What follows belongs to an exercise in optimizing a design on an open flow for small area; a production flow would make more cautious choices.
In this exercise RTL edits were held to simulation tests only and were not proved equivalent to the original.
The clock port is modelled as an ideal driver, which makes a skipped or thinned clock tree look cheaper than it is; a real chip needs a root buffer or a tree.
Power is estimated from default activity; no workload was simulated.

## v11
// MultMan
module MultMan(
  input         clock,
  input         reset,
  input         io_rstn,
  input         io_data_rdy,
  input  [9:0]  io_mult1,
  input  [9:0]  io_mult2,
  output        io_res_rdy,
  output [19:0] io_res
);
Size: about 440 cells after synthesis, about 210 flip-flops, about 45 I/O pins.
export LEC_CHECK = 0
export CAP_MARGIN = 20
export CORE_MARGIN = 2
export CORE_UTILIZATION = 60
export GPL_TIMING_DRIVEN = 0
export PLACE_DENSITY = 0.7
export SLEW_MARGIN = 20
export SYNTH_HIERARCHICAL = 1
create_clock -name core_clock -period 8.0 [get_ports {clock}]
standard.sh (not shown) runs the stock make flow with config.mk's settings and CLKGATE_MAP_FILE= SYNTH_SCRIPT=/design/flow/synth_recipe.tcl, a recipe that flattens the netlist after the stock synthesis.
==> flow/flow/run.sh <==
#!/bin/bash
# Own flow: the standard layout, with the smallest buffer on the ports and
# a two-level clock tree (flow/mycts.tcl) in place of TritonCTS: compact groups
# of at most MYCTS_CAP flip-flops, one leaf buffer each, one root buffer.
set -euo pipefail
export PRE_CTS_TCL="$PWD/flow/mycts.tcl"
export MYCTS_CAP=12
export MYCTS_LEAF=sky130_fd_sc_hd__clkbuf_4
export MYCTS_ROOT=sky130_fd_sc_hd__clkbuf_8
export MYCTS_BIG=sky130_fd_sc_hd__clkbuf_8
export MYCTS_SLEW=0.120
export MYCTS_LATE='res*'
export MYCTS_LATE_BUF=sky130_fd_sc_hd__clkbuf_2
bash standard.sh \
  "BUFFER_PORTS_ARGS=-buffer_cell sky130_fd_sc_hd__buf_1" \
  finish > standard.log 2>&1
==> flow/flow/mycts.tcl <==
# Clock tree for a design with one clock and a few hundred flip-flops: the
# flip-flops are split into compact groups of at most MYCTS_CAP (balanced,
# capacity-limited k-means on their placed positions), each group gets one
# leaf clock buffer at its centre, and one root buffer at the centre of the
# leaves drives all of them from the clock port.  Flip-flops named by
# MYCTS_LATE get their own leaves behind one extra buffer, a later clock edge
# for the registers at the end of the design's longest register-to-register
# path.  Sourced as PRE_CTS_TCL; it replaces clock_tree_synthesis for the
# rest of the CTS step.


# Capacity-limited k-means of sinks {iterm x y} into groups of at most cap.
# Returns {centroids assignment}.
proc mycts_cluster { sinks cap } {
  set n [llength $sinks]
  set k [expr {int(ceil(double($n) / $cap))}]
  puts "mycts: $n sinks, $k leaf buffers of at most $cap"

  # start: horizontal bands of equal count, each cut into runs along x
  set rows [expr {max(1, int(round(sqrt($k))))}]
  set by_y [lsort -integer -index 2 $sinks]
  set cent {}
  set per_row [expr {int(ceil(double($k) / $rows))}]
  set left $k
  set start 0
  for {set r 0} {$r < $rows} {incr r} {
    set kr [expr {min($per_row, $left)}]
    set left [expr {$left - $kr}]
    set cnt [expr {$r == $rows - 1 ? $n - $start : $kr * $cap * $n / ($k * $cap)}]
    set band [lsort -integer -index 1 [lrange $by_y $start [expr {$start + $cnt - 1}]]]
    set start [expr {$start + $cnt}]
    set bn [llength $band]
    for {set c 0} {$c < $kr} {incr c} {
      set lo [expr {$c * $bn / $kr}]
      set hi [expr {($c + 1) * $bn / $kr - 1}]
      set sx 0; set sy 0; set m 0
      foreach s [lrange $band $lo $hi] {
        incr sx [lindex $s 1]; incr sy [lindex $s 2]; incr m
      }
      lappend cent [list [expr {$sx / max($m,1)}] [expr {$sy / max($m,1)}]]
    }
  }
  set k [llength $cent]

  # capacity-limited k-means
  for {set iter 0} {$iter < 30} {incr iter} {
    set pairs {}
    for {set i 0} {$i < $n} {incr i} {
      set s [lindex $sinks $i]
      for {set j 0} {$j < $k} {incr j} {
        set c [lindex $cent $j]
        lappend pairs [list [expr {abs([lindex $s 1] - [lindex $c 0]) + abs([lindex $s 2] - [lindex $c 1])}] $i $j]
      }
    }
    set pairs [lsort -integer -index 0 $pairs]
    set assign [lrepeat $n -1]
    set count [lrepeat $k 0]
    set done 0
    foreach p $pairs {
      lassign $p d i j
      if {[lindex $assign $i] >= 0 || [lindex $count $j] >= $cap} { continue }
      lset assign $i $j
      lset count $j [expr {[lindex $count $j] + 1}]
      incr done
      if {$done == $n} { break }
    }
    set sx [lrepeat $k 0]; set sy [lrepeat $k 0]
    for {set i 0} {$i < $n} {incr i} {
      set j [lindex $assign $i]
      lset sx $j [expr {[lindex $sx $j] + [lindex $sinks $i 1]}]
      lset sy $j [expr {[lindex $sy $j] + [lindex $sinks $i 2]}]
    }
    set new {}
    for {set j 0} {$j < $k} {incr j} {
      set m [lindex $count $j]
      if {$m > 0} {
        lappend new [list [expr {[lindex $sx $j] / $m}] [expr {[lindex $sy $j] / $m}]]
      } else {
        lappend new [lindex $cent $j]
      }
    }
    if {$new eq $cent} { break }
    set cent $new
  }
  puts "mycts: k-means stopped after $iter rounds, group sizes $count"

  return [list $cent $assign]
}

proc mycts_place { inst master x y } {
  $inst setLocation [expr {$x - [$master getWidth] / 2}] [expr {$y - [$master getHeight] / 2}]
  $inst setPlacementStatus PLACED
}

proc mycts_clock_net { block name } {
  set net [odb::dbNet_create $block $name]
  $net setSigType CLOCK
  return $net
}

# Build the leaves of one group of sinks under driver net drv; returns the
# leaf centres.  Leaf nets are named clknet_leaf_<n>, counted on from next.
proc mycts_leaves { block sinks cap master drv next_var } {
  upvar $next_var next
  lassign [mycts_cluster $sinks $cap] cent assign
  set nets {}
  foreach c $cent {
    set b [odb::dbInst_create $block $master clkbuf_leaf_$next]
    mycts_place $b $master {*}$c
    set lnet [mycts_clock_net $block clknet_leaf_$next]
    [$b findITerm A] connect $drv
    [$b findITerm X] connect $lnet
    lappend nets $lnet
    incr next
  }
  for {set i 0} {$i < [llength $sinks]} {incr i} {
    set it [lindex $sinks $i 0]
    $it disconnect
    $it connect [lindex $nets [lindex $assign $i]]
  }
  return $cent
}

proc mycts_centre { pts } {
  set x 0; set y 0
  foreach p $pts { incr x [lindex $p 0]; incr y [lindex $p 1] }
  return [list [expr {$x / [llength $pts]}] [expr {$y / [llength $pts]}]]
}

proc mycts_build { } {
  set block [ord::get_db_block]
  set db [ord::get_db]
  set cap $::env(MYCTS_CAP)
  set leaf_master [$db findMaster $::env(MYCTS_LEAF)]
  set root_master [$db findMaster $::env(MYCTS_ROOT)]
  set clk_net [[$block findBTerm clock] getNet]

  # sinks whose instance name matches MYCTS_LATE get their clock through one
  # more buffer (MYCTS_LATE_BUF)
  set sinks {}
  set late {}
  foreach it [$clk_net getITerms] {
    set inst [$it getInst]
    set bb [$inst getBBox]
    set s [list $it [expr {([$bb xMin] + [$bb xMax]) / 2}]       [expr {([$bb yMin] + [$bb yMax]) / 2}]]
    if { [info exists ::env(MYCTS_LATE)] && [string match $::env(MYCTS_LATE) [$inst getName]] } {
      lappend late $s
    } else {
      lappend sinks $s
    }
  }

  set root [odb::dbInst_create $block $root_master clkbuf_root]
  set rnet [mycts_clock_net $block clknet_root]
  set next 0
  set cent [mycts_leaves $block $sinks $cap $leaf_master $rnet next]
  if { [llength $late] > 0 } {
    set lmaster [$db findMaster $::env(MYCTS_LATE_BUF)]
    set lbuf [odb::dbInst_create $block $lmaster clkbuf_late]
    set lnet [mycts_clock_net $block clknet_late]
    set lcent [mycts_leaves $block $late $cap $leaf_master $lnet next]
    set lc [mycts_centre $lcent]
    mycts_place $lbuf $lmaster {*}$lc
    [$lbuf findITerm A] connect $rnet
    [$lbuf findITerm X] connect $lnet
    lappend cent $lc
    puts "mycts: [llength $late] late sinks under [llength $lcent] leaves"
  }
  mycts_place $root $root_master {*}[mycts_centre $cent]
  [$root findITerm A] connect $clk_net
  [$root findITerm X] connect $rnet
  $clk_net setSigType CLOCK
  global_connect
  set_propagated_clock [all_clocks]

  # a leaf whose flip-flops would see too slow a clock edge gets a stronger
  # buffer
  if { [info exists ::env(MYCTS_BIG)] } {
    set big [$db findMaster $::env(MYCTS_BIG)]
    estimate_parasitics -placement
    for {set j 0} {$j < $next} {incr j} {
      set worst 0
      foreach p [get_pins -of_objects [get_nets clknet_leaf_$j] -filter "direction==input"] {
        set worst [expr {max($worst, [get_property $p slew_max])}]
      }
      if { $worst > $::env(MYCTS_SLEW) } {
        puts "mycts: leaf $j slew $worst, using $::env(MYCTS_BIG)"
        [$block findInst clkbuf_leaf_$j] swapMaster $big
      }
    }
  }
}

rename clock_tree_synthesis orfs_clock_tree_synthesis
proc clock_tree_synthesis { args } {
  mycts_build
}
Changes in v29 relative to v11:
# v11
export LEC_CHECK = 0
export CAP_MARGIN = 20
export CORE_MARGIN = 2
export CORE_UTILIZATION = 60
export GPL_TIMING_DRIVEN = 0
export PLACE_DENSITY = 0.7
export SLEW_MARGIN = 20
export SYNTH_HIERARCHICAL = 1
create_clock -name core_clock -period 8.0 [get_ports {clock}]
# v29
export LEC_CHECK = 0
export CAP_MARGIN = 20
export CORE_MARGIN = 2
export CORE_UTILIZATION = 75
export GPL_TIMING_DRIVEN = 0
export PLACE_DENSITY = 0.85
export SLEW_MARGIN = 20
export SYNTH_HIERARCHICAL = 1
create_clock -name core_clock -period 8.0 [get_ports {clock}]
diff --git a/flow/flow/run.sh b/flow/flow/run.sh
--- a/flow/flow/run.sh
+++ b/flow/flow/run.sh
@@ -6,5 +6,5 @@
 export PRE_CTS_TCL="$PWD/flow/mycts.tcl"
-export MYCTS_CAP=12
+export MYCTS_CAP=13
 export MYCTS_LEAF=sky130_fd_sc_hd__clkbuf_4
-export MYCTS_ROOT=sky130_fd_sc_hd__clkbuf_8
+export MYCTS_ROOT=sky130_fd_sc_hd__clkbuf_4
 export MYCTS_BIG=sky130_fd_sc_hd__clkbuf_8
@@ -12,3 +12,3 @@
 export MYCTS_LATE='res*'
-export MYCTS_LATE_BUF=sky130_fd_sc_hd__clkbuf_2
+export MYCTS_LATE_BUF=sky130_fd_sc_hd__clkbuf_1
 bash standard.sh \
--- outcome ---
Of the two values seen for origin of the worst setup path, a[83] was produced by v11 and a[82] by v29. Between v29 and v11, it is v29 whose floorplan row count is lower, by 11%. v11 | status: complete | timing, DRC, antenna: pass. Looking at the reports, v29 completed the entire flow and the layout it produced met the timing, DRC and antenna checks. Of v29 and v11, the higher worst relative slew slack belongs to v29. Taking v11 as the reference, in v29 cell area power density -0.88 nW/um2; tap cell count fell by about 23%.
The following lists how v3 was set up differently from v29:
# v29
export LEC_CHECK = 0
export CAP_MARGIN = 20
export CORE_MARGIN = 2
export CORE_UTILIZATION = 75
export GPL_TIMING_DRIVEN = 0
export PLACE_DENSITY = 0.85
export SLEW_MARGIN = 20
export SYNTH_HIERARCHICAL = 1
create_clock -name core_clock -period 8.0 [get_ports {clock}]
# v3
export LEC_CHECK = 0
export CAP_MARGIN = 20
export CORE_MARGIN = 2
export CORE_UTILIZATION = 60
export GPL_TIMING_DRIVEN = 0
export PLACE_DENSITY = 0.7
export SLEW_MARGIN = 20
export SYNTH_HIERARCHICAL = 1
create_clock -name core_clock -period 8.0 [get_ports {clock}]
Results
v3: no failed stages, no open violations at the end
Routed via count (lower): v3
Against v29, v3 reports a routed wire length per instance that is lower.
v3 -> v29: count of buffering cells on the critical path with inverters included delta 0, exact match
Sort v3 and v29 by data required time of the worst path asc -> top: v29
Taking v29 as 1.0, v3 lands at 0.932 on total wire length.
v3 vs. v29: number of nets with antenna violations after routing about even, combinational power saw a decrease, clock insertion delay at the later pin of the skew report roughly the same, die width picked up an extra 11%.
v29 → v3: final critical-path share of the clock period about even, combined area of the multi-input logic cells flat.
Edits applied to the flow inputs when going from v3 to v37:
diff --git a/flow/flow/run.sh b/flow/flow/run.sh
--- a/flow/flow/run.sh
+++ b/flow/flow/run.sh
@@ -6,5 +6,5 @@
 export PRE_CTS_TCL="$PWD/flow/mycts.tcl"
-export MYCTS_CAP=13
+export MYCTS_CAP=12
 export MYCTS_LEAF=sky130_fd_sc_hd__clkbuf_4
-export MYCTS_ROOT=sky130_fd_sc_hd__clkbuf_4
+export MYCTS_ROOT=sky130_fd_sc_hd__clkbuf_8
 export MYCTS_BIG=sky130_fd_sc_hd__clkbuf_8
- Diff v3 -> v37 | cell count along the critical path | increase of 1
- Re post-route antenna net violation count: no difference whatsoever between v37 and v3.
- When the final numbers for v3 and v37 were put side by side, the routed metal-1 wirelength turned out to be smaller in v3.
- Total of flip-flops plus latches after synthesis: v37 vs v3 identical
- The estimated power of v37 ends up higher than the estimate for v3.
- v37 -> v3: post-cts repair resize count flat
The following lists how v17 was set up differently from v37:
diff --git a/flow/flow/run.sh b/flow/flow/run.sh
--- a/flow/flow/run.sh
+++ b/flow/flow/run.sh
@@ -6,3 +6,3 @@
 export PRE_CTS_TCL="$PWD/flow/mycts.tcl"
-export MYCTS_CAP=12
+export MYCTS_CAP=11
 export MYCTS_LEAF=sky130_fd_sc_hd__clkbuf_4
@@ -12,3 +12,3 @@
 export MYCTS_LATE='res*'
-export MYCTS_LATE_BUF=sky130_fd_sc_hd__clkbuf_1
+export MYCTS_LATE_BUF=sky130_fd_sc_hd__clkbuf_2
 bash standard.sh \
Notes after the runs:
- v37 leaves less setup margin than v17.
- Between v17 and v37, it is v17 whose endpoint required time on the critical path is lower, by 90 ps.
- Between v37 and v17, the cell area figures differ only marginally.
- When v17 is measured against v37, its sum of routed wire length over all layers turns out 0.52% higher.
In every run of this note, the design's own scripts or RTL, not TritonCTS, make the clock network.

## separate check: timing with driven ports
The flow's constraints put no driver on any port. The routed layouts listed below were extracted and timed again, unchanged, in two steps.
Step 1 assumes that a clkbuf_16 drives the clock port and a buf_2 every other input.
Step 2, shift: input delay + t, output delay - t, t = (earliest + latest rising clock arrival at the registers) / 2. This alone moves slack from input paths to output paths.
Slacks: no drivers / after step 1 / after step 2; pairs: no drivers / after step 1.
run | t (ns) | setup slack, ns | worst setup path after step 2 | latest minus earliest clock arrival (ns)
v11 | 0.534 | 0.225 / 0.225 / 0.225 | register to register | 0.220 / 0.219
v29 | 0.676 | 0.249 / 0.249 / 0.249 | register to register | 0.306 / 0.306
v3 | 0.695 | 0.241 / 0.241 / 0.241 | register to register | 0.293 / 0.293
v37 | 0.583 | 0.232 / 0.232 / 0.232 | register to register | 0.317 / 0.317
v17 | 0.542 | 0.259 / 0.259 / 0.259 | register to register | 0.216 / 0.215
In v29 and v37 the clock reaches the registers at very different times; t lies between them, and the last value is a rough guide only.
